This is an optimization exercise on Yosys and OpenROAD, whose aim is small area, a short achievable clock period and few clock cycles per item, not a production implementation. The RTL was checked by simulation tests, not by an equivalence proof against the original design.

==> flow/design.v, too long to show whole: its modules and the start of the top module <==
// module l3_neuron: 5283 lines
// module l3_fa: 4 lines
// module l3_ha: 4 lines
// module l3_hn: 4 lines
// module l3_wmux: 981 lines
// module l3_aoi222: 3 lines
// module l3_gan: 100 lines
module l3_gan (
    input               clk,
    input               rst,
    input               start,
    input  signed [15:0] x1,
    input  signed [15:0] x2,
    input  signed [15:0] x3,
    input  signed [15:0] x4,
    input  signed [16*4*4-1:0] L1_w,
    input  signed [16*4-1:0]   L1_b,
    input  signed [16*2*4-1:0] L2_w,
    input  signed [16*2-1:0]   L2_b,
    input  signed [16*1*2-1:0] L3_w,
    input  signed [16*1-1:0]   L3_b,
    input  signed [16*1*1-1:0] L4_w,
    input  signed [16*1-1:0]   L4_b,
    input  signed [16*1*1-1:0] L5_w,
    input  signed [16*1-1:0]   L5_b,
    input  signed [16*2*1-1:0] L6_w,
    input  signed [16*2-1:0]   L6_b,
    input  signed [16*4*2-1:0] L7_w,
    input  signed [16*4-1:0]   L7_b,
    input  signed [16*4*4-1:0] L8_w,
    input  signed [16*4-1:0]   L8_b,
    output signed [15:0] out1,
    output signed [15:0] out2,
    output signed [15:0] out3,
    output signed [15:0] out4,
    output reg           done
);
  // ...
==> flow/flow/run.sh <==
#!/bin/bash
set -e
cp standard.sh standard.sh.txt
cp config.mk config.mk.txt
export BUFFER_PORTS_ARGS="-buffer_cell sky130_fd_sc_hd__buf_1"
bash standard.sh > standard.log 2>&1
==> flow/standard.sh <==
#!/bin/bash
# synth_recipe.tcl (not shown) runs the flow's synth.tcl, then flattens the netlist and writes it again
# the make line also repeats each setting of config.mk as NAME=value (left out here)
make -C /OpenROAD-flow-scripts/flow DESIGN_CONFIG=/design/flow/config.mk WORK_HOME=/design/flow/orfs CLKGATE_MAP_FILE= SYNTH_SCRIPT=/design/flow/synth_recipe.tcl "${@:-finish}"
==> flow/config.mk <==
export PLATFORM = sky130hd
export DESIGN_NAME = l3_gan
export DESIGN_NICKNAME = l3_gan
export VERILOG_FILES = /design/flow/design.v
export SDC_FILE = /design/flow/constraint.sdc
export NUM_CORES = 4
export LEC_CHECK = 0
export CAP_MARGIN = 50
export CORE_MARGIN = 2
export CORE_UTILIZATION = 35
export SETUP_SLACK_MARGIN = 4.5
export SLEW_MARGIN = 50
export SYNTH_HIERARCHICAL = 1
export SYNTH_MINIMUM_KEEP_SIZE = 0
==> flow/constraint.sdc <==
create_clock -name core_clock -period 12.0 [get_ports {clk}]
set_input_delay 2.4000 -clock core_clock [delete_from_list [all_inputs] [get_ports {clk}]]
set_output_delay 2.4000 -clock core_clock [all_outputs]
set_load 0.01 [all_outputs]
==> reports/qor.yml, run 1 <==
outcome:
  status: "did not finish"
  lastStage: "I/O pin placement (3_2_place_iop)"
  firstError: "[ERROR PPL-0024] Number of IO pins (1300) exceeds maximum number of available positions (1282). Increase the die perimeter from 1419.04um to 1768.00um."
yosys:
  yosys_warnings: 7
  synth_top_area_share_pct: 46.1
  synth-seq-cells: 227
  yosys.area_share.adder_pct: 50.2
  synth_top_family_by_area: "adder cells"
  yosys.area_share.simple_pct: 15.0
  synth_compound_area_share_pct: 13.4
  synthXorXnorAreaFrac_pct: 1.20
  netlist_top_cells_area: "fa_1 46%, nand2_1 8.7%, edfxtp_1 8.6%"
  ys_top_cells_by_count: "996 x nand2_1, 992 x fa_1, 368 x a222oi_1"
  synth_edf_count: 124
  syn_area_per_cell_um2: 10.6
  yosysSeqAreaShare_pct: 13.5
  ys_types: 72
  muxShareOfSynthArea_pct: 1.98
  syn-cell-area_um2: 43100
  yosysMostFrequentCell: "nand2_1"
  yosysTopAreaCell: "fa_1"
  syn_inst: 4046
  async_flop_share_pct: 3.08
  ys.flop_type: "edfxtp_1"
floorplanning:
  dieHeight_um: 355
  initial_utilization_pct: 35.3
  die_w_um: 355
  fp-row-count: 128
Testbench counts, summed over its fixed seeds: cycles 28,800, items 1,600.
==> module l3_gan, before the edit <==
module l3_gan (
    input               clk,
    input               rst,
    input               start,
    input  signed [15:0] x1,
    input  signed [15:0] x2,
    input  signed [15:0] x3,
    input  signed [15:0] x4,
    input  signed [16*4*4-1:0] L1_w,
    input  signed [16*4-1:0]   L1_b,
    input  signed [16*2*4-1:0] L2_w,
    input  signed [16*2-1:0]   L2_b,
    input  signed [16*1*2-1:0] L3_w,
    input  signed [16*1-1:0]   L3_b,
    input  signed [16*1*1-1:0] L4_w,
    input  signed [16*1-1:0]   L4_b,
    input  signed [16*1*1-1:0] L5_w,
    input  signed [16*1-1:0]   L5_b,
    input  signed [16*2*1-1:0] L6_w,
    input  signed [16*2-1:0]   L6_b,
    input  signed [16*4*2-1:0] L7_w,
    input  signed [16*4-1:0]   L7_b,
    input  signed [16*4*4-1:0] L8_w,
    input  signed [16*4-1:0]   L8_b,
    output signed [15:0] out1,
    output signed [15:0] out2,
    output signed [15:0] out3,
    output signed [15:0] out4,
    output reg           done
);
    reg        busy;
    reg  [3:0] step;           
    reg        dual;           
    reg  [63:0] wr;
    reg  [15:0] bar, bbr;      
    reg  [63:0] xr;
    reg  [14:0] o0, o1, o2, o3;
    wire [14:0] y1, y2;
    l3_neuron neuron_inst (.x(xr), .w(wr), .ba(bar), .bb(bbr), .dual(dual),
                           .y1(y1), .y2(y2));
    wire [15:0] sel;
    wire [95:0] wsel;
    l3_wmux wmux_inst (
        .L1_w(L1_w), .L1_b(L1_b), .L2_w(L2_w), .L2_b(L2_b),
        .L3_w(L3_w), .L3_b(L3_b), .L4_w(L4_w), .L4_b(L4_b),
        .L5_w(L5_w), .L5_b(L5_b), .L6_w(L6_w), .L6_b(L6_b),
        .L7_w(L7_w), .L7_b(L7_b), .L8_w(L8_w), .L8_b(L8_b),
        .e(sel), .y(wsel));
    wire layer_end = (step == 4'd3) | (step == 4'd5) | (step == 4'd6) |
                     (step == 4'd7) | (step == 4'd8) | (step == 4'd9) |
                     (step == 4'd11);
    wire dup = (step == 4'd8) | (step == 4'd9);
    wire [3:0] step_nx = busy ? step + 4'd1 : 4'd0;
    genvar k;
    generate
        for (k = 0; k < 16; k = k + 1) begin : g_sel
            assign sel[k] = (step_nx == k);
        end
    endgenerate
    wire [59:0] o_nx = dual ? {y1, y2, o3, o2} : {y1, o3, o2, o1};
    always @(posedge clk or posedge rst) begin
        if (rst) begin
            busy <= 1'b0;
            done <= 1'b0;
            step <= 4'd0;
            dual <= 1'b0;
        end else if (busy) begin
            step <= step_nx;
            dual <= (step_nx == 4'd9) | (step_nx == 4'd10) | (step_nx == 4'd11);
            if (step == 4'd15) begin
                busy <= 1'b0;
                done <= 1'b1;
            end
        end else if (done) begin
            if (!start) done <= 1'b0;
        end else if (start) begin
            busy <= 1'b1;
            step <= 4'd0;
            dual <= 1'b0;
        end
    end
    always @(posedge clk) begin
        if (!busy) begin
            {bbr, bar, wr} <= wsel;
            xr <= {x4, x3, x2, x1};
        end else begin
            {bbr, bar, wr} <= wsel;
            {o3, o2, o1, o0} <= o_nx;
            if (layer_end) begin
                xr[63:32] <= {1'b0, o_nx[59:45], 1'b0, o_nx[44:30]};
                xr[31:0]  <= dup ? {1'b0, o_nx[59:45], 1'b0, o_nx[44:30]}
                                 : {1'b0, o_nx[29:15], 1'b0, o_nx[14:0]};
            end
        end
    end
    assign out1 = {1'b0, o0};
    assign out2 = {1'b0, o1};
    assign out3 = {1'b0, o2};
    assign out4 = {1'b0, o3};
endmodule
==> inputs of run 2 (changes only) <==
--- a/flow/design.v
+++ b/flow/design.v
@@ -6313,7 +6313,7 @@
     reg  [63:0] wr;
     reg  [15:0] bar, bbr;      
     reg  [63:0] xr;
-    reg  [14:0] o0, o1, o2, o3;
+    reg  [14:0] o1, o2, o3;
     wire [14:0] y1, y2;
     l3_neuron neuron_inst (.x(xr), .w(wr), .ba(bar), .bb(bbr), .dual(dual),
                            .y1(y1), .y2(y2));
@@ -6327,7 +6327,7 @@
         .e(sel), .y(wsel));
     wire layer_end = (step == 4'd3) | (step == 4'd5) | (step == 4'd6) |
                      (step == 4'd7) | (step == 4'd8) | (step == 4'd9) |
-                     (step == 4'd11);
+                     (step == 4'd11) | (step == 4'd15);
     wire dup = (step == 4'd8) | (step == 4'd9);
     wire [3:0] step_nx = busy ? step + 4'd1 : 4'd0;
     genvar k;
@@ -6359,12 +6359,11 @@
         end
     end
     always @(posedge clk) begin
+        {bbr, bar, wr} <= wsel;
         if (!busy) begin
-            {bbr, bar, wr} <= wsel;
-            xr <= {x4, x3, x2, x1};
+            if (!done) xr <= {x4, x3, x2, x1};
         end else begin
-            {bbr, bar, wr} <= wsel;
-            {o3, o2, o1, o0} <= o_nx;
+            {o3, o2, o1} <= o_nx[59:15];
             if (layer_end) begin
                 xr[63:32] <= {1'b0, o_nx[59:45], 1'b0, o_nx[44:30]};
                 xr[31:0]  <= dup ? {1'b0, o_nx[59:45], 1'b0, o_nx[44:30]}
@@ -6372,8 +6371,8 @@
             end
         end
     end
-    assign out1 = {1'b0, o0};
-    assign out2 = {1'b0, o1};
-    assign out3 = {1'b0, o2};
-    assign out4 = {1'b0, o3};
+    assign out1 = xr[15:0];
+    assign out2 = xr[31:16];
+    assign out3 = xr[47:32];
+    assign out4 = xr[63:48];
 endmodule
==> run 2 against run 1 <==
Against the previous run:
- the run again fails in I/O pin placement (3_2_place_iop)
- synthesized cell count down 0.44%
- synthesized area down 2.2%
==> reports/qor.yml, run 2 <==
yosys:
  muxShareOfSynthArea_pct: 1.31  # -0.66 points
  netlist_top_cells_area: "fa_1 47%, nand2_1 8.9%, a222oi_1 8.7%"
  yosysMostFrequentCell: "nand2_1"
  ys_types: 68  # -5.6%
  syn-cell-area_um2: 42100  # -2.2%
  synth-seq-cells: 212  # -6.6%
  synth_compound_area_share_pct: 13.3  # -0.18 points
  yosys_warnings: 7  # unchanged
  synth_edf_count: 109  # -12%
  ys_top_cells_by_count: "994 x nand2_1, 992 x fa_1, 368 x a222oi_1"
  yosys.area_share.simple_pct: 15.5  # +0.50 points
  yosys.area_share.adder_pct: 51.4  # +1.1 points
  ys.flop_type: "edfxtp_1"
  async_flop_share_pct: 3.30  # +0.22 points
  yosysSeqAreaShare_pct: 12.8  # -0.76 points
  synthXorXnorAreaFrac_pct: 1.23  # +0.027 points
  synth_top_family_by_area: "adder cells"
  syn_inst: 4028  # -0.44%
  yosysTopAreaCell: "fa_1"
  synth_top_area_share_pct: 47.2  # +1.1 points
  syn_area_per_cell_um2: 10.5  # -1.8%
outcome:
  status: "did not finish"
  firstError: "[ERROR PPL-0024] Number of IO pins (1300) exceeds maximum number of available positions (1266). Increase the die perimeter from 1403.26um to 1768.00um."
  lastStage: "I/O pin placement (3_2_place_iop)"
floorplanning:
  dieHeight_um: 351  # -1.1%
  die_w_um: 351  # -1.1%
  initial_utilization_pct: 35.2  # -0.15 points
  fp-row-count: 127  # -0.78%
[run 2: cell count changes after synthesis, moves of 5 or more]
cell / change
a21oi_2: -21
a221oi_1: +16
buf_4: -5
clkbuf_1: +7
edfxtp_1: -15
mux2_1: -5
mux2_2: +31
mux2_4: -40
nor2_1: -6
nor2b_1: +16
nor3_1: +13
nor3_2: -9
o31ai_1: +29
o31ai_2: -30
[run 2: modules after synthesis (local to each module, per instance)]
module     flops+latches  cells  area, µm²  times used
l3_gan               212    550       7520           1
l3_ha                  0      1       12.5           6
l3_wmux                0    199       1320           1
l3_hn                  0      5       27.5          31
l3_fa                  0      1       20.0         990
l3_aoi222              0      1       10.0         368
l3_neuron              0   1760       8830           1
[run 2: cell families after synthesis]
kind of cell / after synthesis
multiplexers: 49
AND/OR/NAND/NOR: 1479
buffers and inverters: 467
XOR/XNOR: 59
AO/OA/AOI/OAI: 629
adder cells (fa/ha/maj): 1133
flip-flops: 212
Testbench counts of run 2, summed over its fixed seeds: cycles 28,800, items 1,600.
==> inputs of run 3 (changes only) <==
--- a/flow/config.mk
+++ b/flow/config.mk
@@ -6,8 +6,8 @@
 export NUM_CORES = 4
 export LEC_CHECK = 0
 export CAP_MARGIN = 50
-export CORE_MARGIN = 2
-export CORE_UTILIZATION = 35
+export CORE_AREA = 5 5 465 465
+export DIE_AREA = 0 0 470 470
 export SETUP_SLACK_MARGIN = 4.5
 export SLEW_MARGIN = 50
 export SYNTH_HIERARCHICAL = 1
==> run 3 against run 2 <==
Against the previous run:
- the run now finishes clean
- synthesized cell count unchanged
- synthesized area unchanged
==> reports/qor.yml, run 3 <==
setup_path:
  crit_required_ns: 12.31
  worstSetupStartpointType: "register"
  slowest_stage: "fa_1"
  endpoint_kind: "register"
  worstPathMaxFanout: 8
  r2r_cells: 29
  crit_type: "reg2reg"
  crit_path_frequent_cell: "fa_1"
  max_stage_delay_ns: 0.56
  worstPathArrival_ns: 8.53
clocking:
  clock_sinks: 212
  cts_tree: "done"
  cts_root_buf: "clkbuf_16"
  htreeDepth: 1
  numCtsBuffers: 27
  clock_latency_ns: 0.62
  clk_pin_slew_ns: 0.07
  cts.path.max_buffers: 3
placed_design:
  gp_congestion: 1.05
  dp_hpwl_um: 240000
  port_buffers: 1299
  placed_cell_area_um2: 52000
sta:
  finalSetupViolCount: 0
  clock_skew_ns: 0.0403
  finalCriticalPeriod_ns: 8.22
  fin_tns_setup_ns: 0
  period_share_pct: 68.5
  worst_hold_slack_ns: 0.605
  relSlewSlack_pct: 42.2
  fmax_ghz: 0.122
  hold_viol_final: 0
  rsz0062_at_grt: "true"
  worst_slew_pin_slew_ns: 0.867
  slew_viol_final: 0
worst_hold_path:
  hp-class: "reg2reg"
  min_path_cells: 1
global_routing:
  grt_first_pass_wirelength_um: 390000
  grt_pass1_vias: 45500
  grt-ovfl-total: 0
  grt_start_max_net_pins: 80
  grt_use_total_pct: 25.2
  antenna_found_initial: 70
finish:
  most-common-layout-cells: "1308 x buf_1, 988 x nand2_1, 847 x fa_1, 368 x a222oi_1, 255 x inv_1"
  stdcell_area_um2: 55600
  nets: 7916
  fillers: 22500
  multi_input_area_um2: 36200
  regArea_um2: 5560
  final_common_cell: "buf_1"
  syn2layout_area_growth_pct: 32.1
  layout-drive-gt1-share_pct: 15.8
yosys:
  yosysTopAreaCell: "fa_1"
  synth-seq-cells: 212  # unchanged
  syn_inst: 4028  # unchanged
  synth_edf_count: 109  # unchanged
  async_flop_share_pct: 3.30  # unchanged
  netlist_top_cells_area: "fa_1 47%, nand2_1 8.9%, a222oi_1 8.7%"
  ys.flop_type: "edfxtp_1"
  ys_top_cells_by_count: "994 x nand2_1, 992 x fa_1, 368 x a222oi_1"
  ys_types: 68  # unchanged
  yosysSeqAreaShare_pct: 12.8  # unchanged
  yosys_warnings: 7  # unchanged
  yosysMostFrequentCell: "nand2_1"
  syn-cell-area_um2: 42100  # unchanged
  synth_top_area_share_pct: 47.2  # unchanged
  syn_area_per_cell_um2: 10.5  # unchanged
route:
  routed_via_density: 5.25
  antenna_left: 0
  vias: 44200
  drt_iter0_drc: 6916
  wl_per_cell_um: 34.9
  drt_first_pass_iters: 11
  drc: 0
  wl_um: 293000
floorplanning:
  initial_utilization_pct: 20.0  # -15 points
  dieHeight_um: 470  # +34%
  dieArea_um2: 221000
  die_w_um: 470  # +34%
  design.portCount: 1300
  fp-row-count: 168  # +32%
  core_area_um2: 210000
run:
  max_cap_viol_count: 0
outcome:
  status: "finished clean"
==> run 3: cell counts after synthesis <==
Identical to the previous run, type by type.
==> run 3: cells by family after synthesis <==
group / share of synthesized area, %
flip-flops: 12.8
multiplexers: 1.31
XOR/XNOR: 1.23
AND/OR/NAND/NOR: 15.5
AO/OA/AOI/OAI: 13.3
adder cells (fa/ha/maj): 51.4
buffers and inverters: 4.56
==> run 3: per-layer routing <==
metal	routed length [µm]	up-vias	share of wire, %	global-route usage (%)
met5	243	-	0.083	0
met4	10300	38	3.5	6.64
met3	38600	566	13	10.3
met2	128000	3470	44	38.7
met1	116000	22900	40	32.9
li1	-	17200	-	-
==> run 3: area by class of cell <==
| cell class | count | area share [%] |
|---|---|---|
| multi-input cells | 3350 | 65.2 |
| repair buffers | 1693 | 15.1 |
| flip-flops and latches | 212 | 10.0 |
| well taps | 2805 | 6.31 |
| inverters | 264 | 1.78 |
| clock buffers | 34 | 1.34 |
| clock inverters | 13 | 0.164 |
| diodes | 35 | 0.157 |
==> run 3: worst paths after layout <==
check,start,endpoint,slack (ns)
worst max register to register,xr[5]$_DFFE_PP_,xr[25]$_DFFE_PP_,3.78
worst min register to register,o2[14]$_DFFE_PP_,o1[14]$_DFFE_PP_,0.61
max in group asynchronous,rst,busy$_DFF_PP0_,9.77
min in group asynchronous,rst,done$_DFFE_PP0P_,1.97
worst min-delay path,o2[14]$_DFFE_PP_,o1[14]$_DFFE_PP_,0.61
worst max-delay path,xr[5]$_DFFE_PP_,xr[25]$_DFFE_PP_,3.78
==> run 3: timing repair <==
item | in CTS | in global routing
setup buffers | 80 | 32
cloned | 3 | 2
hold buffers | 0 | 0
setup endpoints to repair | 90 | 69
pin swaps | 82 | 20
resized for setup | 306 | 98
==> run 3: per-module statistics from Yosys, one instance, submodules excluded <==
| module | times used | flops+latches | cell area, µm² |
|---|---|---|---|
| l3_neuron | 1 | 0 | 8830 |
| l3_gan | 1 | 212 | 7520 |
| l3_wmux | 1 | 0 | 1320 |
| l3_hn | 31 | 0 | 27.5 |
| l3_fa | 990 | 0 | 20.0 |
| l3_ha | 6 | 0 | 12.5 |
| l3_aoi222 | 368 | 0 | 10.0 |
==> run 3: critical path: cells and delay by family, from the launching register on <==
| kind | cells | cell delay [ns] |
|---|---|---|
| flip-flops | 1 | 0.44 |
| AO/OA/AOI/OAI | 5 | 0.90 |
| AND/OR/NAND/NOR | 4 | 0.49 |
| buffers and inverters | 9 | 1.18 |
| adder cells (fa/ha/maj) | 11 | 4.90 |
==> run 3: stage by stage <==
stage / cells / utilization [%] / setup slack, ns
global route: 8381 / 26.5 / 3.61
global placement: 8049 / 24.2 / 2.88
CTS: 8327 / 26.0 / 3.99
floorplan: 4028 / - / 4.51
detailed placement: 8197 / 24.8 / 3.04
finish: 8406 / 26.5 / 3.78
==> inputs of run 4 (changes only) <==
--- a/flow/config.mk
+++ b/flow/config.mk
@@ -8,7 +8,7 @@
 export CAP_MARGIN = 50
 export CORE_AREA = 5 5 465 465
 export DIE_AREA = 0 0 470 470
-export SETUP_SLACK_MARGIN = 4.5
+export SETUP_SLACK_MARGIN = 5
 export SLEW_MARGIN = 50
 export SYNTH_HIERARCHICAL = 1
 export SYNTH_MINIMUM_KEEP_SIZE = 0
==> run 4 against run 3 <==
Against the previous run:
- clock skew shrank 0.0021 ns
- global-route usage shrank 0.62 points
- non-clock buffer count grew 38
- critical path depth shrank 2
- via count shrank 0.56%
- critical endpoint is now xr[29]$_DFFE_PP_
- hold slack gained 0.0052 ns
- cell count grew 0.40%
- sequential share of layout area shrank 0.17 points
- highest routed layer unchanged
==> reports/qor.yml, run 4 <==
outcome:
  status: "finished clean"
route:
  wl_per_cell_um: 33.8  # -3.3%
  antenna_left: 0  # unchanged
  wl_um: 285000  # -2.9%
  drt_first_pass_iters: 14  # +3
  vias: 43900  # -0.56%
  drc: 0  # unchanged
  drt_iter0_drc: 7011  # +1.4%
  routed_via_density: 5.20  # -0.96%
floorplanning:
  fp-row-count: 168  # unchanged
  core_area_um2: 210000  # unchanged
  dieHeight_um: 470  # unchanged
  dieArea_um2: 221000  # unchanged
  initial_utilization_pct: 20.0  # unchanged
  die_w_um: 470  # unchanged
  design.portCount: 1300  # unchanged
finish:
  final_common_cell: "buf_1"
  final_cells: 8440  # +0.40%
  syn2layout_area_growth_pct: 33.8
  fillers: 22300  # -0.83%
  nets: 7954  # +0.48%
  utilization_pct: 26.8  # +0.33 points
  layout-drive-gt1-share_pct: 16.9  # +1.1 points
  most-common-layout-cells: "1301 x buf_1, 986 x nand2_1, 833 x fa_1, 368 x a222oi_1, 253 x inv_1"
  stdcell_area_um2: 56300  # +1.3%
sta:
  relSlewSlack_pct: 41.9  # -0.28 points
  period_share_pct: 68.0  # -0.51 points
  finalSetupViolCount: 0  # unchanged
  fmax_ghz: 0.123  # +0.75%
  hold_viol_final: 0  # unchanged
  worst_slew_pin_slew_ns: 0.872  # +0.00420 ns
  fin_tns_setup_ns: 0  # unchanged
  rsz0062_at_grt: "true"
  clock_skew_ns: 0.0382  # -0.00207 ns
  slew_viol_final: 0  # unchanged
  finalCriticalPeriod_ns: 8.16  # -0.0612 ns
clocking:
  clk_pin_slew_ns: 0.07  # about the same
  cts_tree: "done"
  clock_latency_ns: 0.63  # about the same
  clock_sinks: 212  # unchanged
  cts_root_buf: "clkbuf_16"
  cts.path.max_buffers: 3  # unchanged
  numCtsBuffers: 26  # -3.7%
  htreeDepth: 1  # unchanged
global_routing:
  grt_pass1_vias: 46300  # +1.6%
  antenna_found_initial: 70  # unchanged
  grt_start_max_net_pins: 97  # +21%
  grt_first_pass_wirelength_um: 382000  # -2.1%
  grt-ovfl-total: 0  # unchanged
  grt_use_total_pct: 24.6  # -0.62 points
yosys:
  ys.flop_type: "edfxtp_1"
  yosysMostFrequentCell: "nand2_1"
  synth_top_area_share_pct: 47.2  # unchanged
  syn_area_per_cell_um2: 10.5  # unchanged
  synth-seq-cells: 212  # unchanged
  async_flop_share_pct: 3.30  # unchanged
  syn_inst: 4028  # unchanged
  ys_top_cells_by_count: "994 x nand2_1, 992 x fa_1, 368 x a222oi_1"
  ys_types: 68  # unchanged
  yosysTopAreaCell: "fa_1"
  syn-cell-area_um2: 42100  # unchanged
  yosysSeqAreaShare_pct: 12.8  # unchanged
  synth_edf_count: 109  # unchanged
  yosys_warnings: 7  # unchanged
  netlist_top_cells_area: "fa_1 47%, nand2_1 8.9%, a222oi_1 8.7%"
setup_path:
  endpoint_kind: "register"
  rr_startpoint: "xr[2]$_DFFE_PP_"
  crit_required_ns: 12.33  # +0.02 ns
  crit_type: "reg2reg"
  worstPathArrival_ns: 8.48  # -0.05 ns
  worstSetupStartpointType: "register"
  worstPathMaxFanout: 8  # unchanged
  crit_start: "xr[2]$_DFFE_PP_"
worst_hold_path:
  hp-class: "reg2reg"
  min_from: "o3[13]$_DFFE_PP_"
placed_design:
  placed_cells: 8204  # +0.085%
  dp_hpwl_um: 235000  # -2.3%
  port_buffers: 1299  # unchanged
  placed_cell_area_um2: 52400  # +0.74%
  gp_congestion: 1.00  # -4.3%
run:
  max_cap_viol_count: 0  # unchanged
[run 4: cell types whose count changed in the layout (fill, tap and decap cells not counted), sizes merged, moves of 2 or more]
| cell | before | now |
|---|---|---|
| buf | 1667 | 1708 |
| clkdlybuf4s18 | 17 | 12 |
| diode | 35 | 30 |
| clkinvlp | 4 | 1 |
| inv | 266 | 269 |
| bufbuf | 0 | 2 |
| bufinv | 0 | 2 |
| clkbuf | 43 | 41 |
[run 4: layout make-up]
cell class              count  area (µm²)  share of cell area, %
multi-input cells        3351       36400                   64.7
repair buffers           1731        8890                   15.8
flip-flops and latches    212        5540                   9.83
well taps                2805        3510                   6.23
inverters                 264         991                   1.76
clock buffers              33         761                   1.35
clock inverters            14         146                  0.260
diodes                     30        75.1                  0.133
[run 4: Yosys stat by module, one instance, submodules excluded]
module	cells inside	times used	area, µm²
l3_ha	1	6	12.5
l3_hn	5	31	27.5
l3_neuron	1760	1	8830
l3_gan	550	1	7520
l3_fa	1	990	20.0
l3_wmux	199	1	1320
l3_aoi222	1	368	10.0
[run 4: path summary, 6_finish.rpt]
path / cells after the start / endpoint / slack [ns]
max: 27 / xr[29]$_DFFE_PP_ / 3.84
min: 1 / o1[13]$_DFFE_PP_ / 0.61
max reg2reg: 27 / xr[29]$_DFFE_PP_ / 3.84
min reg2reg: 1 / o1[13]$_DFFE_PP_ / 0.61
max in group asynchronous: 2 / busy$_DFF_PP0_ / 9.80
min in group asynchronous: 2 / step[0]$_DFFE_PP0P_ / 1.96
[run 4: cells by family after synthesis]
logic type | Yosys count | synth area share [%]
xor+xnor | 59 | 1.23
flops | 212 | 12.8
fa+ha+maj | 1133 | 51.4
mux | 49 | 1.31
buf+inv | 467 | 4.56
simple gates | 1479 | 15.5
compound gates | 629 | 13.3
[run 4: critical path: stages (launching register included)]
cell      delay (ns)
edfxtp_1        0.38
buf_6           0.13
buf_4           0.18
nand2_1         0.10
fa_2            0.45
fa_1            0.48
fa_2            0.43
fa_1            0.54
fa_1            0.45
fa_1            0.39
fa_1            0.47
fa_1            0.58
fa_2            0.46
fa_1            0.56
inv_2           0.05
ha_4            0.24
xnor2_4         0.16
nor4_4          0.25
nand3_2         0.13
nor4_4          0.31
nand2_1         0.09
mux2_4          0.32
o21ai_4         0.08
buf_12          0.16
buf_12          0.15
o21ai_4         0.07
nor3_1          0.19
o31ai_1         0.08
[run 4: layer usage]
layer  up-vias  global-route usage (%)  share of wire [%]
met4        22                    6.70                3.6
met2      3440                    38.1                 44
met5         -                       0              0.048
met3       501                    8.06                 12
li1      17200                       -                  -
met1     22700                    32.9                 40
[run 4: what timing repair did]
action | CTS | global route
pin swaps | 64 | 37
hold buffers | 0 | 0
gates resized for setup | 292 | 85
buffers inserted | 118 | 30
endpoints found under the setup margin | 90 | 90
cloned | 5 | 1
[run 4: per-stage QoR]
stage                     setup slack, ns  hold slack [ns]
after floorplan                      4.61            0.564
after global placement               2.94            0.583
after detailed placement             3.14            0.582
after CTS                            3.98            0.598
after global routing                 3.64            0.627
final                                3.84            0.610
==> inputs of run 5 (changes only) <==
==> flow/config.mk (replaced) <==
export PLATFORM = sky130hd
export DESIGN_NAME = l3_gan
export DESIGN_NICKNAME = l3_gan
export VERILOG_FILES = /design/flow/design.v
export SDC_FILE = /design/flow/constraint.sdc
export NUM_CORES = 4
export LEC_CHECK = 0
export CAP_MARGIN = 20
export CORE_AREA = 5 5 465 465
export DIE_AREA = 0 0 470 470
export PLACE_DENSITY = 0.7
export SETUP_SLACK_MARGIN = 4.5
export SLEW_MARGIN = 20
export SYNTH_HIERARCHICAL = 1
export SYNTH_MINIMUM_KEEP_SIZE = 0
==> run 5 against run 4 <==
Against the previous run:
- sequential cell count stayed put
- design area decreased by 2.6%
- worst setup slack got worse by 0.055 ns
- count of clock-buffer cells in the layout is the same
- clock skew decreased by 0.017 ns
- sequential share of layout area is 0.30 points higher
- critical path depth is 2 lower
- utilization is 0.69 points lower
- non-clock buffer count shrank 122
- via count increased by 0.59%
- first-iteration DRC count increased by 5.1%
==> reports/qor.yml, run 5 <==
yosys:
  async_flop_share_pct: 3.30  # unchanged
  synth_top_area_share_pct: 47.2  # unchanged
  syn_area_per_cell_um2: 10.5  # unchanged
  netlist_top_cells_area: "fa_1 47%, nand2_1 8.9%, a222oi_1 8.7%"
  synth-seq-cells: 212  # unchanged
  yosys_warnings: 7  # unchanged
  yosysSeqAreaShare_pct: 12.8  # unchanged
  ys.flop_type: "edfxtp_1"
  synth_edf_count: 109  # unchanged
  syn_inst: 4028  # unchanged
  yosysMostFrequentCell: "nand2_1"
  ys_top_cells_by_count: "994 x nand2_1, 992 x fa_1, 368 x a222oi_1"
  yosysTopAreaCell: "fa_1"
  ys_types: 68  # unchanged
  syn-cell-area_um2: 42100  # unchanged
setup_path:
  cpLargestDelayFamily: "adder cells"
  worstReg2RegEnd: "xr[29]$_DFFE_PP_"
  cp_num_buf_inv: 3  # -2
  reg2reg_slack_ns: 3.79  # -0.06 ns
  crit_required_ns: 12.31  # -0.02 ns
  worstPathArrival_ns: 8.52  # +0.04 ns
  worstPathMaxFanout: 16  # +8
  rr_startpoint: "wr[27]$_DFF_P_"
  r2r_cells: 25  # -7.4%
  slowest_stage: "dfxtp_2"
  crit_type: "reg2reg"
  crit_path_frequent_cell: "fa_1"
  worstSetupStartpointType: "register"
  endpoint_kind: "register"
  max_stage_delay_ns: 0.66  # +0.08 ns
sta:
  period_share_pct: 68.4  # +0.46 points
  rsz0062_at_grt: "true"
  relSlewSlack_pct: 17.5  # -24 points
  fin_tns_setup_ns: 0  # unchanged
  worst_slew_pin_slew_ns: 1.24  # +0.366 ns
  hold_viol_final: 0  # unchanged
  finalSetupViolCount: 0  # unchanged
  clock_skew_ns: 0.0214  # -0.0167 ns
  fmax_ghz: 0.122  # -0.67%
  finalCriticalPeriod_ns: 8.21  # +0.0550 ns
  slew_viol_final: 0  # unchanged
finish:
  nets: 7831  # -1.5%
  syn2layout_area_growth_pct: 30.3
  most-common-layout-cells: "1299 x buf_1, 992 x nand2_1, 882 x fa_1, 368 x a222oi_1, 261 x inv_1"
  utilization_pct: 26.1  # -0.69 points
  final_common_cell: "buf_1"
  stdcell_area_um2: 54900  # -2.6%
  final_cells: 8350  # -1.1%
  layout-drive-gt1-share_pct: 13.1  # -3.8 points
global_routing:
  grt-ovfl-total: 0  # unchanged
  grt_first_pass_wirelength_um: 401000  # +5.1%
  grt_pass1_vias: 45900  # -0.71%
  antenna_found_initial: 104  # +49%
  grt_use_total_pct: 26.2  # +1.6 points
  grt_start_max_net_pins: 89  # -8.2%
floorplanning:
  fp-row-count: 168  # unchanged
  design.portCount: 1300  # unchanged
  dieArea_um2: 221000  # unchanged
  core_area_um2: 210000  # unchanged
  die_w_um: 470  # unchanged
  dieHeight_um: 470  # unchanged
  initial_utilization_pct: 20.0  # unchanged
clocking:
  numCtsBuffers: 27  # +3.8%
  cts_root_buf: "clkbuf_16"
  clk_pin_slew_ns: 0.07  # about the same
  cts_tree: "done"
  clock_sinks: 212  # unchanged
  clock_latency_ns: 0.61  # -0.02 ns
  cts.path.max_buffers: 3  # unchanged
  htreeDepth: 1  # unchanged
placed_design:
  gp_congestion: 1.06  # +5.8%
  placed_cell_area_um2: 51000  # -2.7%
  port_buffers: 1299  # unchanged
  dp_hpwl_um: 249000  # +6.1%
  placed_cells: 8074  # -1.6%
run:
  max_cap_viol_count: 0  # unchanged
route:
  antenna_left: 0  # unchanged
  routed_via_density: 5.29  # +1.7%
  wl_um: 303000  # +6.4%
  drt_iter0_drc: 7367  # +5.1%
  drc: 0  # unchanged
  vias: 44200  # +0.59%
  drt_first_pass_iters: 11  # -3
  wl_per_cell_um: 36.3  # +7.5%
worst_hold_path:
  min_from: "o3[2]$_DFFE_PP_"
  min_path_cells: 1  # unchanged
  hp-class: "reg2reg"
  holdPathEnd: "o1[2]$_DFFE_PP_"
outcome:
  status: "finished clean"
[run 5: Yosys stat by module, one instance, submodules excluded, a selection]
module,area [µm²],copies in the design,flops+latches,cells inside
l3_fa,20.0,990,0,1
l3_gan,7520,1,212,550
l3_ha,12.5,6,0,1
l3_hn,27.5,31,0,5
l3_neuron,8830,1,0,1760
l3_wmux,1320,1,0,199
[run 5: final cells by class]
type	count	area, µm²
fillers	22300	155000
multi-input cells	3349	35700
repair buffers	1609	8050
flip-flops and latches	212	5560
well taps	2805	3510
inverters	264	991
clock buffers	33	719
diodes	63	158
clock inverters	15	148
[run 5: worst max-delay path by stage]
stage,cells after the start,endpoint,start
floorplan,25,xr[29]$_DFFE_PP_,xr[47]$_SDFFCE_PP0P_
CTS,26,xr[26]$_DFFE_PP_,xr[36]$_DFFE_PP_
detailed placement,24,xr[30]$_DFFE_PP_,xr[32]$_DFFE_PP_
finish,25,xr[29]$_DFFE_PP_,wr[27]$_DFF_P_
global placement,24,xr[19]$_DFFE_PP_,xr[32]$_DFFE_PP_
global route,25,xr[25]$_DFFE_PP_,xr[4]$_DFFE_PP_
[run 5: kinds of logic (layout without fill, tap and decap cells)]
family          after synthesis  count (layout)  share of synthesized area [%]
other cells                   0              63                              0
flops                       212             212                           12.8
compound gates              629             629                           13.3
xor+xnor                     59              59                           1.23
mux                          49              49                           1.31
simple gates               1479            1479                           15.5
buf+inv                     467            1921                           4.56
fa+ha+maj                  1133            1133                           51.4
[run 5: metrics by stage]
| step | setup WS, ns | hold slack, ns |
|---|---|---|
| finish | 3.79 | 0.605 |
| global route | 3.67 | 0.618 |
| CTS | 3.89 | 0.605 |
| detailed placement | 2.90 | 0.587 |
| global placement | 2.91 | 0.583 |
| floorplan | 4.51 | 0.564 |
[run 5: metal layers]
metal  vias to the layer above  track usage, %  part of all wire [%]
met5                         -           0.173                  0.12
met4                        55            7.36                   3.8
met3                       597            9.99                    13
met2                      3726            38.6                    42
met1                     22800            35.8                    41
li1                      17000               -                     -
[run 5: repair_timing]
action                     CTS  global route
resized for setup          256            78
pin swaps                   43            26
setup buffers              139            21
setup endpoints to repair   90            73
hold buffers                 0             0
cloned                       0             2
[run 5: worst register-to-register path: cells and delay by family, from the launching register on]
kind                       cells  cell delay (ns)
AOI/OAI and AO/OA              3             0.27
xor gates and xnor gates       1             0.15
adders and majority gates     11             5.05
buffers and inverters          3             0.36
DFF                            1             0.66
muxes                          1             0.33
and+or+nand+nor                6             1.11
==> inputs of run 6 (changes only) <==
--- a/flow/config.mk
+++ b/flow/config.mk
@@ -9,7 +9,7 @@
 export CORE_AREA = 5 5 465 465
 export DIE_AREA = 0 0 470 470
 export PLACE_DENSITY = 0.7
-export SETUP_SLACK_MARGIN = 4.5
+export SETUP_SLACK_MARGIN = 4.0
 export SLEW_MARGIN = 20
 export SYNTH_HIERARCHICAL = 1
 export SYNTH_MINIMUM_KEEP_SIZE = 0
==> run 6 against run 5 <==
Against the previous run:
- cell count up 0.67%
- sequential cell count stayed put
- routed wire length increased by 1.6%
- highest routed layer unchanged
- clock skew increased by 0.0080 ns
- critical endpoint is now xr[53]$_DFFE_PP_
- still clean
- hold slack better by 0.0035 ns
- synthesized cell count unchanged
==> reports/qor.yml, run 6 <==
finish:
  final_common_cell: "buf_1"
  layout-drive-gt1-share_pct: 15.5  # +2.4 points
  stdcell_area_um2: 55800  # +1.6%
  most-common-layout-cells: "1298 x buf_1, 988 x nand2_1, 844 x fa_1, 368 x a222oi_1, 264 x buf_4"
  utilization_pct: 26.6  # +0.43 points
  nets: 7901  # +0.89%
  syn2layout_area_growth_pct: 32.5
yosys:
  yosys.area_share.simple_pct: 15.5  # unchanged
  muxShareOfSynthArea_pct: 1.31  # unchanged
  netlist_top_cells_area: "fa_1 47%, nand2_1 8.9%, a222oi_1 8.7%"
  ys_types: 68  # unchanged
  yosys.area_share.adder_pct: 51.4  # unchanged
  synth-seq-cells: 212  # unchanged
  async_flop_share_pct: 3.30  # unchanged
  syn_area_per_cell_um2: 10.5  # unchanged
  syn-cell-area_um2: 42100  # unchanged
  yosysMostFrequentCell: "nand2_1"
  synth_edf_count: 109  # unchanged
  yosysSeqAreaShare_pct: 12.8  # unchanged
  synth_compound_area_share_pct: 13.3  # unchanged
  synth_top_family_by_area: "adder cells"
  synth_top_area_share_pct: 47.2  # unchanged
  yosysTopAreaCell: "fa_1"
  syn_inst: 4028  # unchanged
  yosys_warnings: 7  # unchanged
  ys_top_cells_by_count: "994 x nand2_1, 992 x fa_1, 368 x a222oi_1"
  ys.flop_type: "edfxtp_1"
  synthXorXnorAreaFrac_pct: 1.23  # unchanged
route:
  vias: 44900  # +1.7%
  wl_um: 308000  # +1.6%
  drc: 0  # unchanged
  drt_iter0_drc: 7886  # +7.0%
  antenna_left: 0  # unchanged
  routed_via_density: 5.34  # +1.0%
  wl_per_cell_um: 36.6  # +0.90%
  drt_first_pass_iters: 14  # +3
placed_design:
  dp_hpwl_um: 252000  # +0.98%
  port_buffers: 1299  # unchanged
  gp_congestion: 1.06  # +0.37%
  placed_cell_area_um2: 51000  # about the same
floorplanning:
  design.portCount: 1300  # unchanged
  dieArea_um2: 221000  # unchanged
  dieHeight_um: 470  # unchanged
  die_w_um: 470  # unchanged
  initial_utilization_pct: 20.0  # unchanged
  fp-row-count: 168  # unchanged
  core_area_um2: 210000  # unchanged
setup_path:
  endpoint_kind: "register"
  crit_required_ns: 12.37  # +0.06 ns
  slowest_stage: "fa_2"
  worstReg2RegEnd: "xr[53]$_DFFE_PP_"
  max_stage_delay_ns: 0.59  # -0.07 ns
  reg2reg_slack_ns: 3.80  # about the same
  rr_startpoint: "xr[20]$_DFFE_PP_"
  crit_start: "xr[20]$_DFFE_PP_"
  cpLargestDelayFamily: "adder cells"
  crit_path_end: "xr[53]$_DFFE_PP_"
  crit_type: "reg2reg"
  worstSetupPathDepth: 27  # +8.0%
  worstPathMaxFanout: 5  # -11
  worstPathArrival_ns: 8.57  # +0.05 ns
  crit_path_frequent_cell: "fa_2"
  r2r_cells: 27  # +8.0%
  cp_num_buf_inv: 6  # +3
  worstSetupStartpointType: "register"
global_routing:
  grt_first_pass_wirelength_um: 403000  # +0.57%
  grt_use_total_pct: 26.5  # +0.26 points
  grt_start_max_net_pins: 107  # +20%
  antenna_found_initial: 109  # +4.8%
  grt_pass1_vias: 46100  # +0.41%
  grt-ovfl-total: 0  # unchanged
sta:
  worst_slew_pin_slew_ns: 1.41  # +0.172 ns
  rsz0062_at_grt: "true"
  fmax_ghz: 0.122  # +0.10%
  slew_viol_final: 0  # unchanged
  finalCriticalPeriod_ns: 8.20  # -0.00828 ns
  period_share_pct: 68.4  # -0.069 points
  relSlewSlack_pct: 6.03  # -11 points
  finalSetupViolCount: 0  # unchanged
  hold_viol_final: 0  # unchanged
  clock_skew_ns: 0.0294  # +0.00798 ns
  fin_tns_setup_ns: 0  # unchanged
clocking:
  clock_sinks: 212  # unchanged
  numCtsBuffers: 26  # -3.7%
  clk_pin_slew_ns: 0.07  # about the same
  clock_latency_ns: 0.63  # +0.02 ns
  htreeDepth: 1  # unchanged
  cts_root_buf: "clkbuf_16"
  cts_tree: "done"
  cts.path.max_buffers: 3  # unchanged
run:
  max_cap_viol_count: 0  # unchanged
outcome:
  status: "finished clean"
worst_hold_path:
  hp-class: "reg2reg"
## run 6: cell counts after synthesis
No cell type changed its count.
## run 6: worst reg2reg max path, delay by kind of cell (launching register included)
kind / cells / cell delay (ns)
adders and majority gates: 11 / 4.84
AOI/OAI and AO/OA: 8 / 1.39
buffers and inverters: 6 / 0.83
DFF: 1 / 0.54
muxes: 1 / 0.26
and+or+nand+nor: 1 / 0.10
## run 6: final cells by class
cell class | count | area, µm²
Clock inverter | 17 | 196
Antenna cell | 48 | 120
Tap cell | 2805 | 3510
Timing Repair Buffer | 1679 | 8700
Inverter | 264 | 991
Sequential cell | 212 | 5550
Fill cell | 22400 | 154000
Clock buffer | 31 | 712
Multi-Input combinational cell | 3350 | 36000
## run 6: per-layer routing
metal | wire [µm] | part of all wire (%) | vias to the layer above | global-route usage (%)
met4 | 14100 | 4.6 | 50 | 9.02
met1 | 122000 | 40 | 23000 | 35.2
met5 | 369 | 0.12 | - | 0
met2 | 128000 | 42 | 3976 | 38.8
met3 | 43200 | 14 | 777 | 10.9
li1 | - | - | 17200 | -
## run 6: how the worst min path moves through the flow
| stage | start | to | slack, ns | cells after the start |
|---|---|---|---|---|
| after CTS | o3[10]$_DFFE_PP_ | o1[10]$_DFFE_PP_ | 0.60 | 1 |
| final | o3[13]$_DFFE_PP_ | o1[13]$_DFFE_PP_ | 0.61 | 1 |
| after global routing | o3[8]$_DFFE_PP_ | o1[8]$_DFFE_PP_ | 0.62 | 1 |
| after floorplan | o3[0]$_DFFE_PP_ | o1[0]$_DFFE_PP_ | 0.56 | 1 |
| after global placement | o3[14]$_DFFE_PP_ | o1[14]$_DFFE_PP_ | 0.58 | 1 |
| after detailed placement | o3[14]$_DFFE_PP_ | o1[14]$_DFFE_PP_ | 0.58 | 1 |
## run 6: what timing repair did
| action | CTS | global route |
|---|---|---|
| gates resized for setup | 260 | 206 |
| buffers inserted | 159 | 51 |
| setup endpoints to repair | 90 | 72 |
| pin swaps | 70 | 109 |
| cloned | 4 | 0 |
| hold buffers | 0 | 0 |
## run 6: Yosys stat by module (local to each module, per instance)
| module | cell area (µm²) | cells | copies in the design | flops+latches |
|---|---|---|---|---|
| l3_ha | 12.5 | 1 | 6 | 0 |
| l3_wmux | 1320 | 199 | 1 | 0 |
| l3_gan | 7520 | 550 | 1 | 212 |
| l3_aoi222 | 10.0 | 1 | 368 | 0 |
| l3_hn | 27.5 | 5 | 31 | 0 |
| l3_neuron | 8830 | 1760 | 1 | 0 |
| l3_fa | 20.0 | 1 | 990 | 0 |
## run 6: logic make-up after synthesis
kind of cell    Yosys count
simple gates           1479
flops                   212
fa+ha+maj              1133
mux                      49
buf+inv                 467
xor+xnor                 59
compound gates          629
## run 6: metrics by stage
stage / hold slack, ns / setup WS, ns / cells
after global placement: 0.584 / 2.50 / 8086
after CTS: 0.602 / 3.86 / 8306
after global routing: 0.625 / 3.63 / 8372
after floorplan: 0.564 / 4.03 / 4028
final: 0.608 / 3.80 / 8406
after detailed placement: 0.584 / 2.53 / 8095
==> inputs of run 7 (changes only) <==
--- a/flow/config.mk
+++ b/flow/config.mk
@@ -8,8 +8,8 @@
 export CAP_MARGIN = 20
 export CORE_AREA = 5 5 465 465
 export DIE_AREA = 0 0 470 470
-export PLACE_DENSITY = 0.7
-export SETUP_SLACK_MARGIN = 4.0
+export PLACE_DENSITY = 0.65
+export SETUP_SLACK_MARGIN = 4.5
 export SLEW_MARGIN = 20
 export SYNTH_HIERARCHICAL = 1
 export SYNTH_MINIMUM_KEEP_SIZE = 0
==> run 7 against run 6 <==
Against the previous run:
- design area down 1.2%
- synthesized area unchanged
- hold slack worse by 0.0011 ns
- count of clock-buffer cells in the layout shrank 1
- first-iteration DRC count down 15%
- register-to-register slack better by 0.12 ns
- non-clock buffer count down 60
- worst setup slack better by 0.12 ns
- routed wire length shrank 2.8%
- critical endpoint is now xr[17]$_DFFE_PP_
==> reports/qor.yml, run 7 <==
yosys:
  synth_top_family_by_area: "adder cells"
  netlist_top_cells_area: "fa_1 47%, nand2_1 8.9%, a222oi_1 8.7%"
  yosysTopAreaCell: "fa_1"
  yosys.area_share.adder_pct: 51.4  # unchanged
  syn_area_per_cell_um2: 10.5  # unchanged
  synth_top_area_share_pct: 47.2  # unchanged
  async_flop_share_pct: 3.30  # unchanged
  syn_inst: 4028  # unchanged
  synth_compound_area_share_pct: 13.3  # unchanged
  yosysSeqAreaShare_pct: 12.8  # unchanged
  yosys_warnings: 7  # unchanged
  yosys.area_share.simple_pct: 15.5  # unchanged
  ys_top_cells_by_count: "994 x nand2_1, 992 x fa_1, 368 x a222oi_1"
  yosysMostFrequentCell: "nand2_1"
  synth_edf_count: 109  # unchanged
  synthXorXnorAreaFrac_pct: 1.23  # unchanged
  syn-cell-area_um2: 42100  # unchanged
  muxShareOfSynthArea_pct: 1.31  # unchanged
  synth-seq-cells: 212  # unchanged
  ys.flop_type: "edfxtp_1"
  ys_types: 68  # unchanged
setup_path:
  max_stage_delay_ns: 0.68  # +0.09 ns
  slowest_stage: "dfxtp_2"
  cp_num_buf_inv: 3  # -3
  worstSetupStartpointType: "register"
  cpLargestDelayFamily: "adder cells"
  crit_required_ns: 12.34  # -0.03 ns
  endpoint_kind: "register"
  crit_type: "reg2reg"
  worstPathArrival_ns: 8.42  # -0.15 ns
  crit_path_frequent_cell: "fa_1"
  worstPathMaxFanout: 16  # +11
global_routing:
  grt_use_total_pct: 25.7  # -0.83 points
  grt_pass1_vias: 45800  # -0.76%
  antenna_found_initial: 94  # -14%
  grt-ovfl-total: 0  # unchanged
  grt_start_max_net_pins: 82  # -23%
  grt_first_pass_wirelength_um: 393000  # -2.5%
sta:
  final.setup.worst_slack_ns: 3.92  # +0.123 ns
  relSlewSlack_pct: 14.5  # +8.4 points
  rsz0062_at_grt: "true"
  finalSetupViolCount: 0  # unchanged
  slew_viol_final: 0  # unchanged
  fmax_ghz: 0.124  # +1.5%
  hold_viol_final: 0  # unchanged
  period_share_pct: 67.3  # -1.0 points
  fin_tns_setup_ns: 0  # unchanged
  clock_skew_ns: 0.0434  # +0.0140 ns
  finalCriticalPeriod_ns: 8.08  # -0.123 ns
  worst_slew_pin_slew_ns: 1.28  # -0.127 ns
  worst_hold_slack_ns: 0.607  # -0.00112 ns
route:
  wl_um: 299000  # -2.8%
  drt_first_pass_iters: 12  # -2
  antenna_left: 0  # unchanged
  vias: 44200  # -1.6%
  wl_per_cell_um: 35.9  # -2.1%
  drt_iter0_drc: 6682  # -15%
  drc: 0  # unchanged
  routed_via_density: 5.30  # -0.81%
finish:
  nets: 7839  # -0.78%
  most-common-layout-cells: "1299 x buf_1, 992 x nand2_1, 865 x fa_1, 368 x a222oi_1, 259 x inv_1"
  fillers: 22400  # +0.13%
  final_cells: 8339  # -0.80%
  regArea_um2: 5590  # +0.56%
  multi_input_area_um2: 35800  # -0.36%
  layout-drive-gt1-share_pct: 14.0  # -1.5 points
  syn2layout_area_growth_pct: 30.9
  final_common_cell: "buf_1"
floorplanning:
  dieHeight_um: 470  # unchanged
  die_w_um: 470  # unchanged
  design.portCount: 1300  # unchanged
  initial_utilization_pct: 20.0  # unchanged
  fp-row-count: 168  # unchanged
  core_area_um2: 210000  # unchanged
  dieArea_um2: 221000  # unchanged
clocking:
  postCtsHoldBufs: 0  # unchanged
  clock_latency_ns: 0.63  # about the same
  cts_tree: "done"
  numCtsBuffers: 25  # -3.8%
  htreeDepth: 1  # unchanged
  cts_root_buf: "clkbuf_16"
  cts.path.max_buffers: 3  # unchanged
  clk_pin_slew_ns: 0.06  # about the same
  clock_sinks: 212  # unchanged
placed_design:
  placed_cells: 8057  # -0.47%
  dp_hpwl_um: 243000  # -3.5%
  place_ws_ns: 2.77  # +0.240 ns
  port_buffers: 1299  # unchanged
  gp_congestion: 1.02  # -4.2%
run:
  max_cap_viol_count: 0  # unchanged
worst_hold_path:
  hp-class: "reg2reg"
outcome:
  status: "finished clean"
## run 7: cell counts after synthesis
No cell type changed its count.
## run 7: per-layer routing
layer / share of wire, % / wire length [µm] / vias up / GRT usage [%]
met3: 13 / 39600 / 682 / 10.0
met5: 0.11 / 342 / - / 0
li1: - / - / 17000 / -
met4: 4.2 / 12600 / 58 / 8.16
met2: 43 / 128000 / 3569 / 38.8
met1: 40 / 119000 / 22900 / 33.7
## run 7: cell type report
| cell class | count | share of cell area, % |
|---|---|---|
| antenna | 44 | 0.200 |
| tap | 2805 | 6.37 |
| clock inverter | 16 | 0.347 |
| clock buffer | 30 | 1.17 |
| sequential | 212 | 10.1 |
| multi-input combinational | 3349 | 65.0 |
| inverter | 264 | 1.80 |
| timing repair buffer | 1619 | 15.0 |
## run 7: final timing paths
check	start	end	slack [ns]	cells past startpoint
setup / recovery	wr[19]$_DFF_P_	xr[17]$_DFFE_PP_	3.92	25
setup reg to reg	wr[19]$_DFF_P_	xr[17]$_DFFE_PP_	3.92	25
min in group asynchronous	rst	busy$_DFF_PP0_	1.96	2
hold / removal	o2[8]$_DFFE_PP_	o1[8]$_DFFE_PP_	0.61	1
hold reg to reg	o2[8]$_DFFE_PP_	o1[8]$_DFFE_PP_	0.61	1
max in group asynchronous	rst	busy$_DFF_PP0_	9.80	2
## run 7: logic make-up (layout without fill, tap and decap cells)
group / after synthesis / count (layout)
other: 0 / 44
adders and majority gates: 1133 / 1133
DFF: 212 / 212
xor gates and xnor gates: 59 / 59
and+or+nand+nor: 1479 / 1479
AOI/OAI and AO/OA: 629 / 629
muxes: 49 / 49
buffers and inverters: 467 / 1929
## run 7: stage by stage
step	utilization (%)	area [µm²]
final	26.2	55100
after global routing	26.2	55100
after detailed placement	24.2	50900
after floorplan	-	42500
after CTS	25.8	54300
after global placement	24.2	50800
## run 7: repair_timing
item                                    CTS  global route
cloned                                    2             4
setup buffers                           154            28
endpoints found under the hold margin     0             0
resized for setup                       283            96
pin swaps                                74            45
endpoints found under the setup margin   90            80
## run 7: modules after synthesis (local to each module, per instance)
| module | copies in the design | flip-flops and latches | area (µm²) |
|---|---|---|---|
| l3_neuron | 1 | 0 | 8830 |
| l3_gan | 1 | 212 | 7520 |
| l3_wmux | 1 | 0 | 1320 |
| l3_hn | 31 | 0 | 27.5 |
| l3_fa | 990 | 0 | 20.0 |
| l3_ha | 6 | 0 | 12.5 |
| l3_aoi222 | 368 | 0 | 10.0 |
==> inputs of run 8 (changes only) <==
==> flow/run.sh (new file) <==
#!/bin/bash
# synth_recipe.tcl (not shown) runs the flow's synth.tcl, then flattens the netlist and writes it again
# the make line also repeats each setting of config.mk as NAME=value (left out here)
make -C /OpenROAD-flow-scripts/flow DESIGN_CONFIG=/design/flow/config.mk WORK_HOME=/design/flow/orfs CLKGATE_MAP_FILE= SYNTH_SCRIPT=/design/flow/synth_recipe.tcl finish
==> flow/config.mk (replaced) <==
export PLATFORM = sky130hd
export DESIGN_NAME = l3_gan
export DESIGN_NICKNAME = l3_gan
export VERILOG_FILES = /design/flow/design.v
export SDC_FILE = /design/flow/constraint.sdc
export NUM_CORES = 4
export LEC_CHECK = 0
export CAP_MARGIN = 50
export CORE_AREA = 5 5 465 465
export DIE_AREA = 0 0 470 470
export SETUP_SLACK_MARGIN = 3.5
export SLEW_MARGIN = 50
export SYNTH_HIERARCHICAL = 1
export SYNTH_MINIMUM_KEEP_SIZE = 0
removed: flow/flow/run.sh
removed: flow/standard.sh
==> run 8 against run 7 <==
Against the previous run:
- still clean on timing, DRC and antenna
- utilization rose by 3.5 points
- cell count rose by 0.41%
==> reports/qor.yml, run 8 <==
worst_hold_path:
  hp-class: "reg2reg"
setup_path:
  slowest_stage: "fa_1"
  worstPathArrival_ns: 8.84  # +0.42 ns
  crit_path_frequent_cell: "fa_1"
  endpoint_kind: "register"
  crit_type: "reg2reg"
  max_stage_delay_ns: 0.62  # -0.06 ns
  crit_required_ns: 12.38  # +0.04 ns
  worstPathMaxFanout: 7  # -9
  worstSetupStartpointType: "register"
yosys:
  syn_inst: 4028  # unchanged
  syn_area_per_cell_um2: 10.5  # unchanged
  yosysMostFrequentCell: "nand2_1"
  netlist_top_cells_area: "fa_1 47%, nand2_1 8.9%, a222oi_1 8.7%"
  ys.flop_type: "edfxtp_1"
  async_flop_share_pct: 3.30  # unchanged
  synth_top_area_share_pct: 47.2  # unchanged
  ys_types: 68  # unchanged
  yosys_warnings: 7  # unchanged
  synth_edf_count: 109  # unchanged
  synth-seq-cells: 212  # unchanged
  ys_top_cells_by_count: "994 x nand2_1, 992 x fa_1, 368 x a222oi_1"
  yosysTopAreaCell: "fa_1"
  yosysSeqAreaShare_pct: 12.8  # unchanged
  syn-cell-area_um2: 42100  # unchanged
global_routing:
  grt_first_pass_wirelength_um: 394000  # +0.34%
  grt_pass1_vias: 45900  # +0.36%
  grt-ovfl-total: 0  # unchanged
  antenna_found_initial: 87  # -7.4%
  grt_start_max_net_pins: 81  # -1.2%
  grt_use_total_pct: 25.5  # -0.13 points
finish:
  regArea_um2: 5570  # -0.27%
  nets: 7861  # +0.28%
  layout-drive-gt1-share_pct: 12.7  # -1.3 points
  utilization_pct: 29.7  # +3.5 points
  multi_input_area_um2: 35400  # -1.1%
  most-common-layout-cells: "1299 x clkdlybuf4s50_1, 992 x nand2_1, 925 x fa_1, 368 x a222oi_1, 263 x inv_1"
  final_common_cell: "clkdlybuf4s50_1"
  final_cells: 8373  # +0.41%
  fillers: 21800  # -2.6%
  syn2layout_area_growth_pct: 48.3
route:
  vias: 43700  # -1.2%
  drt_first_pass_iters: 13  # +1
  wl_per_cell_um: 35.3  # -1.7%
  drc: 0  # unchanged
  antenna_left: 0  # unchanged
  drt_iter0_drc: 6602  # -1.2%
  wl_um: 295000  # -1.3%
  routed_via_density: 5.22  # -1.6%
placed_design:
  dp_hpwl_um: 246000  # +1.1%
  port_buffers: 1299  # unchanged
  gp_congestion: 1.01  # -0.67%
  place_ws_ns: 2.76  # -0.00784 ns
  placed_cells: 8183  # +1.6%
floorplanning:
  fp-row-count: 168  # unchanged
  core_area_um2: 210000  # unchanged
  initial_utilization_pct: 20.0  # unchanged
  dieArea_um2: 221000  # unchanged
  design.portCount: 1300  # unchanged
  die_w_um: 470  # unchanged
  dieHeight_um: 470  # unchanged
sta:
  final.setup.worst_slack_ns: 3.54  # -0.382 ns
  finalSetupViolCount: 0  # unchanged
  relSlewSlack_pct: 43.5  # +29 points
  hold_viol_final: 0  # unchanged
  rsz0062_at_grt: "false"
  fmax_ghz: 0.118  # -4.5%
  slew_viol_final: 0  # unchanged
  clock_skew_ns: 0.0506  # +0.00713 ns
  period_share_pct: 70.5  # +3.2 points
  finalCriticalPeriod_ns: 8.46  # +0.382 ns
  fin_tns_setup_ns: 0  # unchanged
  worst_slew_pin_slew_ns: 0.848  # -0.435 ns
clocking:
  cts_root_buf: "clkbuf_16"
  numCtsBuffers: 26  # +4.0%
  cts_tree: "done"
  cts.path.max_buffers: 3  # unchanged
  htreeDepth: 1  # unchanged
  postCtsHoldBufs: 0  # unchanged
  clock_sinks: 212  # unchanged
  clock_latency_ns: 0.62  # about the same
  clk_pin_slew_ns: 0.08  # +0.02 ns
run:
  max_cap_viol_count: 0  # unchanged
outcome:
  status: "finished clean"
==> run 8: cell count changes in the layout (fill, tap and decap cells not counted), sizes merged, moves of 3 or more <==
cell	change
buf	-1293
clkbuf	+3
diode	+11
clkdlybuf4s18	+13
clkdlybuf4s15	+5
clkinvlp	-3
clkdlybuf4s50	+1299
==> run 8: kinds of logic after synthesis <==
group           Yosys count  synth area share [%]
compound gates          629                  13.3
xor+xnor                 59                  1.23
fa+ha+maj              1133                  51.4
buf+inv                 467                  4.56
flops                   212                  12.8
mux                      49                  1.31
simple gates           1479                  15.5
==> run 8: per-module statistics from Yosys, one instance, submodules excluded <==
module     cells  flops+latches  times used  cell area, µm²
l3_ha          1              0           6            12.5
l3_hn          5              0          31            27.5
l3_gan       550            212           1            7520
l3_neuron   1760              0           1            8830
l3_wmux      199              0           1            1320
l3_fa          1              0         990            20.0
l3_aoi222      1              0         368            10.0
==> run 8: cell type report <==
cell class / instances / area share [%]
Antenna cell: 55 / 0.220
Clock buffer: 37 / 1.21
Clock inverter: 11 / 0.160
Inverter: 264 / 1.59
Multi-Input combinational cell: 3350 / 56.8
Sequential cell: 212 / 8.92
Tap cell: 2805 / 5.62
Timing Repair Buffer: 1639 / 25.5
==> run 8: what timing repair did <==
| item | CTS | global route |
|---|---|---|
| resized for setup | 40 | 180 |
| pin swaps | 6 | 43 |
| setup buffers | 40 | 42 |
| gates cloned | 1 | 0 |
| endpoints found under the setup margin | 48 | 50 |
==> run 8: metal layers <==
metal  global-route usage [%]  wire [µm]
met1                     34.0     117000
met2                     39.8     131000
met3                     8.64      37300
met4                     6.45       9250
met5                        0        401
==> run 8: stage by stage <==
| step | hold WS (ns) | cell area, µm² |
|---|---|---|
| floorplan | 0.564 | 42100 |
| global placement | 0.581 | 58800 |
| detailed placement | 0.591 | 59900 |
| CTS | 0.598 | 61300 |
| global route | 0.628 | 62300 |
| finish | 0.602 | 62400 |
==> run 8: worst paths after layout <==
path / start / end / slack, ns / depth (start not counted)
worst min-delay path: o3[5]$_DFFE_PP_ / o1[5]$_DFFE_PP_ / 0.60 / 1
worst max register to register: xr[1]$_DFFE_PP_ / xr[23]$_DFFE_PP_ / 3.54 / 28
min in group asynchronous: rst / done$_DFFE_PP0P_ / 2.43 / 2
worst max-delay path: xr[1]$_DFFE_PP_ / xr[23]$_DFFE_PP_ / 3.54 / 28
worst min register to register: o3[5]$_DFFE_PP_ / o1[5]$_DFFE_PP_ / 0.60 / 1
max in group asynchronous: rst / busy$_DFF_PP0_ / 9.30 / 2
==> run 8: worst max-delay path: cells and delay by family (launching register included) <==
kind                       cells  cell delay, ns
DFF                            1            0.53
and+or+nand+nor                4            0.59
AOI/OAI and AO/OA              7            1.38
buffers and inverters          6            0.70
adders and majority gates     11            4.98

==> port drivers added, routing unchanged <==
The flow's constraints put no driver on any port. The routed layouts listed below were extracted and timed again, unchanged, in two steps. Step 1, drivers: a clkbuf_16 drives clk and a buf_2 each remaining input, both assumed. Step 2 times the ports against the registers' clock, not the clock port: input delays grow and output delays shrink by t, the midpoint of the rising clock arrivals with the driver on. Slacks: no drivers / after step 1 / after step 2; pairs: no drivers / after step 1.
| run | shift t [ns] | setup slack, ns | worst slew at a driven data input, ns |
|---|---|---|---|
| run 3 | 0.665 | 3.783 / 3.783 / 3.783 | 0.42 |
| run 4 | 0.667 | 3.844 / 3.844 / 3.844 | 0.45 |
| run 5 | 0.672 | 3.789 / 3.789 / 3.789 | 0.46 |
| run 6 | 0.683 | 3.798 / 3.798 / 3.798 | 0.43 |
| run 7 | 0.677 | 3.920 / 3.920 / 3.920 | 0.43 |
| run 8 | 0.661 | 3.538 / 3.538 / 3.538 | 0.53 |
After both steps every run listed still meets setup and hold.
